This is an optimization exercise on Yosys and OpenROAD, whose aim is small area, not a production implementation.
Function was checked by simulation only, so behaviour that the tests miss may differ from the original.

[flow/run.sh]
#!/bin/bash
# synth_recipe.tcl (not shown) runs the flow's synth.tcl, then flattens the netlist and writes it again
# the make line also repeats each setting of config.mk as NAME=value (left out here)
make -C /OpenROAD-flow-scripts/flow DESIGN_CONFIG=/design/flow/config.mk WORK_HOME=/design/flow/orfs CLKGATE_MAP_FILE= SYNTH_SCRIPT=/design/flow/synth_recipe.tcl finish
[flow/config.mk]
export PLATFORM = sky130hd
export DESIGN_NAME = polar_costas
export DESIGN_NICKNAME = polar_costas
export VERILOG_FILES = /design/flow/design.v
export SDC_FILE = /design/flow/constraint.sdc
export NUM_CORES = 4
export LEC_CHECK = 0
export ABC_AREA = 1
export CAP_MARGIN = 20
export CORE_MARGIN = 2
export CORE_UTILIZATION = 40
export SLEW_MARGIN = 20
[flow/constraint.sdc]
create_clock -name core_clock -period 10.0 [get_ports {aclk}]
set_input_delay 2.0000 -clock core_clock [delete_from_list [all_inputs] [get_ports {aclk}]]
set_output_delay 2.0000 -clock core_clock [all_outputs]
set_load 0.01 [all_outputs]
[flow/design.v]
module nco_sin_rom (
  input      [6:0]  addr,
  output reg [29:0] data
);
always @(*) begin
  case (addr)
    7'd0: data = {15'd32767, 15'd101};
    7'd1: data = {15'd32766, 15'd302};
    7'd2: data = {15'd32763, 15'd503};
    7'd3: data = {15'd32759, 15'd704};
    7'd4: data = {15'd32755, 15'd905};
    7'd5: data = {15'd32748, 15'd1106};
    7'd6: data = {15'd32741, 15'd1307};
    7'd7: data = {15'd32732, 15'd1507};
    7'd8: data = {15'd32722, 15'd1708};
    7'd9: data = {15'd32711, 15'd1909};
    7'd10: data = {15'd32699, 15'd2110};
    7'd11: data = {15'd32685, 15'd2310};
    7'd12: data = {15'd32671, 15'd2511};
    7'd13: data = {15'd32655, 15'd2711};
    7'd14: data = {15'd32637, 15'd2911};
    7'd15: data = {15'd32619, 15'd3112};
    7'd16: data = {15'd32599, 15'd3312};
    7'd17: data = {15'd32578, 15'd3512};
    7'd18: data = {15'd32556, 15'd3712};
    7'd19: data = {15'd32533, 15'd3911};
    7'd20: data = {15'd32508, 15'd4111};
    7'd21: data = {15'd32482, 15'd4310};
    7'd22: data = {15'd32455, 15'd4509};
    7'd23: data = {15'd32427, 15'd4708};
    7'd24: data = {15'd32397, 15'd4907};
    7'd25: data = {15'd32367, 15'd5106};
    7'd26: data = {15'd32335, 15'd5305};
    7'd27: data = {15'd32302, 15'd5503};
    7'd28: data = {15'd32267, 15'd5701};
    7'd29: data = {15'd32232, 15'd5899};
    7'd30: data = {15'd32195, 15'd6096};
    7'd31: data = {15'd32157, 15'd6294};
    7'd32: data = {15'd32118, 15'd6491};
    7'd33: data = {15'd32077, 15'd6688};
    7'd34: data = {15'd32036, 15'd6885};
    7'd35: data = {15'd31993, 15'd7081};
    7'd36: data = {15'd31949, 15'd7277};
    7'd37: data = {15'd31903, 15'd7473};
    7'd38: data = {15'd31857, 15'd7669};
    7'd39: data = {15'd31809, 15'd7864};
    7'd40: data = {15'd31760, 15'd8059};
    7'd41: data = {15'd31710, 15'd8254};
    7'd42: data = {15'd31659, 15'd8448};
    7'd43: data = {15'd31607, 15'd8642};
    7'd44: data = {15'd31553, 15'd8836};
    7'd45: data = {15'd31498, 15'd9030};
    7'd46: data = {15'd31442, 15'd9223};
    7'd47: data = {15'd31385, 15'd9416};
    7'd48: data = {15'd31327, 15'd9608};
    7'd49: data = {15'd31267, 15'd9800};
    7'd50: data = {15'd31206, 15'd9992};
    7'd51: data = {15'd31145, 15'd10183};
    7'd52: data = {15'd31082, 15'd10374};
    7'd53: data = {15'd31017, 15'd10564};
    7'd54: data = {15'd30952, 15'd10754};
    7'd55: data = {15'd30885, 15'd10944};
    7'd56: data = {15'd30818, 15'd11133};
    7'd57: data = {15'd30749, 15'd11322};
    7'd58: data = {15'd30679, 15'd11511};
    7'd59: data = {15'd30607, 15'd11699};
    7'd60: data = {15'd30535, 15'd11886};
    7'd61: data = {15'd30462, 15'd12074};
    7'd62: data = {15'd30387, 15'd12260};
    7'd63: data = {15'd30311, 15'd12446};
    7'd64: data = {15'd30234, 15'd12632};
    7'd65: data = {15'd30156, 15'd12817};
    7'd66: data = {15'd30077, 15'd13002};
    7'd67: data = {15'd29997, 15'd13187};
    7'd68: data = {15'd29915, 15'd13370};
    7'd69: data = {15'd29832, 15'd13554};
    7'd70: data = {15'd29749, 15'd13736};
    7'd71: data = {15'd29664, 15'd13919};
    7'd72: data = {15'd29578, 15'd14101};
    7'd73: data = {15'd29491, 15'd14282};
    7'd74: data = {15'd29403, 15'd14462};
    7'd75: data = {15'd29313, 15'd14643};
    7'd76: data = {15'd29223, 15'd14822};
    7'd77: data = {15'd29131, 15'd15001};
    7'd78: data = {15'd29039, 15'd15180};
    7'd79: data = {15'd28945, 15'd15358};
    7'd80: data = {15'd28850, 15'd15535};
    7'd81: data = {15'd28755, 15'd15712};
    7'd82: data = {15'd28658, 15'd15888};
    7'd83: data = {15'd28560, 15'd16063};
    7'd84: data = {15'd28460, 15'd16238};
    7'd85: data = {15'd28360, 15'd16413};
    7'd86: data = {15'd28259, 15'd16586};
    7'd87: data = {15'd28157, 15'd16759};
    7'd88: data = {15'd28053, 15'd16932};
    7'd89: data = {15'd27949, 15'd17104};
    7'd90: data = {15'd27843, 15'd17275};
    7'd91: data = {15'd27737, 15'd17445};
    7'd92: data = {15'd27629, 15'd17615};
    7'd93: data = {15'd27521, 15'd17784};
    7'd94: data = {15'd27411, 15'd17953};
    7'd95: data = {15'd27300, 15'd18121};
    7'd96: data = {15'd27189, 15'd18288};
    7'd97: data = {15'd27076, 15'd18454};
    7'd98: data = {15'd26962, 15'd18620};
    7'd99: data = {15'd26848, 15'd18785};
    7'd100: data = {15'd26732, 15'd18950};
    7'd101: data = {15'd26615, 15'd19113};
    7'd102: data = {15'd26497, 15'd19276};
    7'd103: data = {15'd26378, 15'd19438};
    7'd104: data = {15'd26259, 15'd19600};
    7'd105: data = {15'd26138, 15'd19761};
    7'd106: data = {15'd26016, 15'd19921};
    7'd107: data = {15'd25893, 15'd20080};
    7'd108: data = {15'd25770, 15'd20238};
    7'd109: data = {15'd25645, 15'd20396};
    7'd110: data = {15'd25519, 15'd20553};
    7'd111: data = {15'd25393, 15'd20709};
    7'd112: data = {15'd25265, 15'd20865};
    7'd113: data = {15'd25137, 15'd21019};
    7'd114: data = {15'd25007, 15'd21173};
    7'd115: data = {15'd24877, 15'd21326};
    7'd116: data = {15'd24746, 15'd21479};
    7'd117: data = {15'd24613, 15'd21630};
    7'd118: data = {15'd24480, 15'd21781};
    7'd119: data = {15'd24346, 15'd21930};
    7'd120: data = {15'd24211, 15'd22079};
    7'd121: data = {15'd24075, 15'd22227};
    7'd122: data = {15'd23938, 15'd22375};
    7'd123: data = {15'd23801, 15'd22521};
    7'd124: data = {15'd23662, 15'd22667};
    7'd125: data = {15'd23522, 15'd22812};
    7'd126: data = {15'd23382, 15'd22956};
    7'd127: data = {15'd23241, 15'd23099};
    default: data = 30'd0;
  endcase
end
endmodule
module nco (
  input         aclk,
  input         aresetn,
  input         s_axis_phase_tvalid,
  input  [38:0] pacc,
  output [9:0]  phase,                  
  output        m_axis_data_tvalid      
);
reg [29:0] acc;
reg [7:0]  vld;
reg [69:0] phd;
wire        inv  = ~pacc[38];
wire [29:0] incx = (pacc[29:0] ^ {30{inv}}) & {30{s_axis_phase_tvalid}};
wire        cin  = inv & s_axis_phase_tvalid;
wire [30:0] accs = {acc, 1'b1} + {incx, cin};
always @(posedge aclk or negedge aresetn) begin
  if (!aresetn) begin
    acc <= 30'd0;
    vld <= 8'd0;
  end
  else begin
    acc <= accs[30:1];
    vld <= {vld[6:0], s_axis_phase_tvalid};
  end
end
always @(posedge aclk)
  phd <= {phd[59:0], acc[29:20]};
assign phase = phd[69:60];
assign m_axis_data_tvalid = vld[7];
endmodule
module cmpy_0 (
  input         aclk,
  input  [9:0]  phase,
  input  [31:0] s_axis_b_tdata,      
  output reg signed [31:0] re_o,
  output reg signed [31:0] im_o
);
reg [41:0] s1, s2, s3;
always @(posedge aclk) begin
  s1 <= {s_axis_b_tdata, phase};
  s2 <= s1;
  s3 <= s2;
end
wire [1:0] quad = s3[9:8];
wire [7:0] idx  = s3[7:0];
wire signed [15:0] br = s3[25:10];
wire signed [15:0] bi = s3[41:26];
wire [29:0] tp;
nco_sin_rom rom (.addr(idx[7] ? ~idx[6:0] : idx[6:0]), .data(tp));
wire [14:0] tb_ = idx[7] ? tp[29:15] : tp[14:0];
wire [14:0] ta_ = idx[7] ? tp[14:0] : tp[29:15];
reg signed [15:0] sin_v, cos_v;
always @(*) begin
  case (quad)
    2'd0: begin sin_v =  {1'b0, tb_}; cos_v =  {1'b0, ta_}; end
    2'd1: begin sin_v =  {1'b0, ta_}; cos_v = -{1'b0, tb_}; end
    2'd2: begin sin_v = -{1'b0, tb_}; cos_v = -{1'b0, ta_}; end
    default: begin sin_v = -{1'b0, ta_}; cos_v = {1'b0, tb_}; end
  endcase
end
always @(posedge aclk) begin
  re_o <= cos_v * br - sin_v * bi;
  im_o <= cos_v * bi + sin_v * br;
end
endmodule
module loop_filter (
  input               rst_n,
  input               clk,
  input signed [31:0] pd,
  input               pd_valid,
  output reg signed [37:0] sum,
  output reg          dout_valid
);
reg [2047:0] dl;
reg [6:0]    cnt;
wire         full = cnt[6];
wire signed [31:0] old = full ? dl[2047:2016] : 32'd0;
always @(posedge clk)
  if (pd_valid) dl <= {dl[2015:0], pd};
always @(posedge clk or negedge rst_n)
  if (!rst_n) begin
    cnt <= 7'd0;
    sum <= 38'd0;
    dout_valid <= 1'b0;
  end
  else begin
    dout_valid <= pd_valid;
    if (pd_valid) begin
      if (!full) cnt <= cnt + 7'd1;
      sum <= sum + pd - old;
    end
  end
endmodule
module polar_costas (
  input aclk,
  input aresetn,
  input signed [15:0] s_axis_i_tdata,
  input               s_axis_i_tvalid,
  output              s_axis_i_tready,
  input signed [15:0] s_axis_q_tdata,
  input               s_axis_q_tvalid,
  output              s_axis_q_tready,
  output signed [15:0] m_axis_i_sync_tdata,
  output               m_axis_i_sync_tvalid,
  input                m_axis_i_sync_tready,
  output signed [15:0] m_axis_q_sync_tdata,
  output               m_axis_q_sync_tvalid,
  input                m_axis_q_sync_tready
);
reg signed [38:0] pacc;
wire [9:0] phase;
wire       nco_valid;
nco nco (
  .aclk(aclk),
  .aresetn(aresetn),
  .s_axis_phase_tvalid(s_axis_i_tvalid),
  .pacc(pacc),
  .phase(phase),
  .m_axis_data_tvalid(nco_valid)
);
reg v1, v2, v3, v4, pd_valid;
wire both = nco_valid & s_axis_i_tvalid & s_axis_q_tvalid;
always @(posedge aclk or negedge aresetn)
  if (!aresetn) begin
    v1 <= 1'b0; v2 <= 1'b0; v3 <= 1'b0; v4 <= 1'b0; pd_valid <= 1'b0;
  end
  else begin
    v1 <= both; v2 <= v1; v3 <= v2; v4 <= v3; pd_valid <= v4;
  end
wire signed [31:0] re, im;
cmpy_0 cmpy (
  .aclk(aclk),
  .phase(phase),
  .s_axis_b_tdata({s_axis_q_tdata, s_axis_i_tdata}),
  .re_o(re),
  .im_o(im)
);
assign m_axis_i_sync_tdata = {re[31], re[31:17]};
assign m_axis_q_sync_tdata = {im[31], im[31:17]};
assign m_axis_i_sync_tvalid = v4;
assign m_axis_q_sync_tvalid = v4;
reg signed [31:0] pd;
wire signed [31:0] pd_plus  = re[31] ? -im : im;
wire signed [31:0] pd_minus = im[31] ? -re : re;
always @(posedge aclk)
  pd <= pd_plus - pd_minus;
wire signed [37:0] sum;
wire               lf_valid;
loop_filter lp (
  .rst_n(aresetn),
  .clk(aclk),
  .pd(pd),
  .pd_valid(pd_valid),
  .sum(sum),
  .dout_valid(lf_valid)
);
always @(posedge aclk or negedge aresetn)
  if (!aresetn) pacc <= 39'h1;
  else if (lf_valid) pacc <= pacc + {{15{sum[37]}}, sum[37:14]};
assign s_axis_i_tready = 1'b1;
assign s_axis_q_tready = 1'b1;
endmodule
==> flow_summary_export.csv <==
group,metric,value,unit
cts,h-tree-depth,4,
cts,cts_root_buffer,"clkbuf_16",
worst_setup_path,critical_path.max_stage_delay,0.64,ns
synthesis,yosys.area.top_type,"edfxtp_1",
worst_setup_path,critPathKind,"register to register",
worst_setup_path,cpMaxStageDelayCell,"fa_2",
flow_run,timing.max_cap.violations,0,
timing,worst_pin_slew,1.12,ns
cts,cts_hold_buf,0,
worst_setup_path,worstPathArrival,10.40,ns
synthesis,syn_inst,9958,
final_layout,nets,12400,
floorplanning,dieArea,0.320,mm²
synthesis,synth.distinct_cells,59,
worst_setup_path,critPathLaunchType,"register",
timing,post-route-min-period,9.66,ns
timing,slew_headroom,0.250,
timing,timing.final.ws_setup,0.341,ns
timing,finalHoldViolCount,0,
floorplanning,rows,206,
placed_design,place_ws,-0.187,ns
timing,holdWs,0.280,ns
grt,grt_pass1_wl,486000,µm
grt,grt-ovfl-total,0,
status,run_status,"timing/DRC/antenna clean",
synthesis,synth-seq-cells,2468,
cts,cts_buffer_depth,4,
floorplanning,start_util,0.402,
floorplanning,die_h,566,µm
min_path,worstHoldPathCells,0,
timing,fmax,104,MHz
route,drt-total-wl,322000,µm
final_layout,drive_gt1_frac,0.129,
grt,antenna_found_initial,7,
min_path,min_path_type,"register to register",
route,antenna_left,0,
synthesis,synth_top_flop_cell,"edfxtp_1",
cts,clk_pin_slew_worst_paths,0.06,ns
cts,clk_latency,0.91,ns
worst_setup_path,critPathTopFamily,"adder cells",
grt,grt_max_degree,201,
cts,cts_sinks,2468,
route,drt_iter0_drc,6004,
floorplanning,die_x,566,µm
final_layout,area_growth_syn_to_layout,15.3,%
route,drt_first_pass_iters,6,
route,route.detailed.drc,0,
synthesis,yosysTopAreaCellShare,0.487,
synthesis,syn_area,0.126,mm²
timing,slew_viol_final,0,
placed_design,portBuffers,69,
synthesis,synth_seq_area_share,0.559,
synthesis,async_flop_share,0.0519,
route,via_per_inst,4.89,
floorplanning,num_io_pins,74,
placed_design,gp_congestion,0.952,
timing,finalSetupViolations,0,
cts,cts_tree,"done",
synthesis,synth_top_cells_by_area,"edfxtp_1 (49%), fa_1 (19%), inv_1 (5.3%), dfxtp_1 (4.6%), ha_1 (4.5%)",
timing,finalCritPeriodShare,0.966,
grt,grt_pass1_vias,78400,
synthesis,synth_area_per_cell,12.7,µm²
worst_setup_path,required,10.74,ns
route,vias,73900,
grt,grt_use_total,0.202,
worst_setup_path,path_max_fanout,10,
worst_setup_path,critPathBufInv,13,
final_layout,fill_cells,28100,
worst_setup_path,cp_num_cells,47,
worst_setup_path,reg2regPathDepth,47,
timing,fin_skew,0.0975,ns
floorplanning,fp.coreArea,0.314,mm²
cts,cts_inserted_buffers,240,
placed_design,dp_hpwl,241000,µm
synthesis,synth-edff-count,2048,
route,wl_per_cell,21.3,µm
worst_setup_path,cp-end-kind,"register",
synthesis,yosysWarnings,5,
-- timing repair --
action | CTS | global route
pin swaps | 0 | 51
setup buffers | 0 | 32
setup endpoints to repair | 10 | 35
cloned | 0 | 7
gates resized for setup | 11 | 194
-- flip-flops by register name (all words and copies together) (netlist names) --
signal / cells
nco.phd: 70
nco.vld: 8
v1: 1
cmpy.re_o: 32
v4: 1
v2: 1
lp.dout_valid: 1
pd_valid: 1
pd: 32
cmpy.s2: 42
cmpy.s1: 42
lp.cnt: 7
lp.dl: 2048
v3: 1
pacc: 39
cmpy.s3: 42
lp.sum: 38
cmpy.im_o: 32
nco.acc: 30
-- synth_stat cells, drive strengths merged (2+ instances only) --
cell type and count:
nand3 412, dfrtp 127, o31ai 7, a21boi 9, o21bai 18, o2111ai 4
nand2 1274, xor2 185, a41oi 2, nor3 30, dfxtp 292, nor4 14
o21a 15, a31oi 35, o221ai 19, o22ai 9, o21ai 252, nand4 30
fa 1189, a211oi 4, inv 1811, edfxtp 2048, xnor2 108, or2 37
nand3b 4, a221oi 4, and3 3, buf 144, a21oi 276, o211ai 24
ha 457, clkbuf 154, nor2 917, clkinv 21, a21o 17
-- placed cells by master, fill, tap and decap left out, types with 74 or more instances in the layout --
cell type,n
a21oi_1,261
buf_4,714
clkbuf_16,246
dfrtp_1,126
dfxtp_1,284
edfxtp_1,2048
fa_1,1174
ha_1,448
inv_1,1787
nand2_1,1174
nand2_2,74
nand3_1,389
nor2_1,890
o21ai_0,215
xnor2_1,108
xor2_1,183
-- through the flow --
stage / TNS [ns] / utilization / instance area [µm²] / std cells
2_1_floorplan: -9497.06 / - / 126000 / 9959
3_3_place_gp: -1.16 / 0.435 / 137000 / 14600
3_5_place_dp: -0.820 / 0.435 / 137000 / 14600
4_1_cts: 0 / 0.459 / 144000 / 15100
5_1_grt: -0.0908 / 0.463 / 146000 / 15100
6_report: 0 / 0.463 / 146000 / 15100
-- worst paths after layout --
kind | slack (ns) | start | end
worst max-delay path | 0.34 | cmpy.s3[7]$_DFF_P_ | cmpy.im_o[31]$_DFF_P_
worst min-delay path | 0.28 | nco.phd[49]$_DFF_P_ | nco.phd[59]$_DFF_P_
worst max register to register | 0.34 | cmpy.s3[7]$_DFF_P_ | cmpy.im_o[31]$_DFF_P_
worst min register to register | 0.28 | nco.phd[49]$_DFF_P_ | nco.phd[59]$_DFF_P_
max in group asynchronous | 7.12 | aresetn | lp.sum[20]$_DFFE_PN0P_
min in group asynchronous | 0.93 | aresetn | v4$_DFF_PN0_
-- final cells by class --
cell class	instances	area, µm²	area share
flip-flops and latches	2468	70600	0.485
inverters	1832	6900	0.0474
well taps	4160	5200	0.0357
clock buffers	329	6560	0.0450
multi-input cells	5364	48000	0.330
repair buffers	843	7150	0.0491
diodes	9	22.5	0.000155
clock inverters	120	1180	0.00809
-- cell families (layout without fill, tap and decap cells) --
kind of cell | after synthesis | in the layout | synth area share
AO/OA/AOI/OAI | 697 | 697 | 0.0311
XOR/XNOR | 293 | 293 | 0.0204
adder cells (fa/ha/maj) | 1646 | 1646 | 0.234
AND/OR/NAND/NOR | 2723 | 2726 | 0.0897
flip-flops | 2468 | 2468 | 0.559
other | 1 | 11 | 0.0000297
buffers and inverters | 2130 | 3124 | 0.0664
-- layer usage --
metal	share of wire	vias to the layer above	global-route usage
li1	-	33700	-
met1	0.43	37500	0.270
met3	0.053	653	0.0292
met2	0.47	2060	0.327
met4	0.052	2	0.0891
met5	0.000037	-	0

## static timing again, ports no longer ideal
The results above use ideal ports. As a check the final layout listed here was re-extracted and re-timed, cells and wires unchanged.
Step 1, drivers: a clkbuf_16 drives aclk and a buf_2 each remaining input, both assumed.
Step 2 times the ports against the registers' clock, not the clock port: input delays grow and output delays shrink by t, the midpoint of the rising clock arrivals with the driver on.
Three values: ideal ports, drivers, drivers and shift; two values: the first two.
shift t [ns]: 0.970
setup WS [ns]: 0.341 / 0.341 / 0.341
hold WS [ns]: 0.280 / 0.280 / 0.280
worst slew at a driven data input, ns: 0.09
After both steps this run still meets setup and hold. The setup slack of this run moves by 0.000 ns with the drivers and by 0.000 ns with both steps.
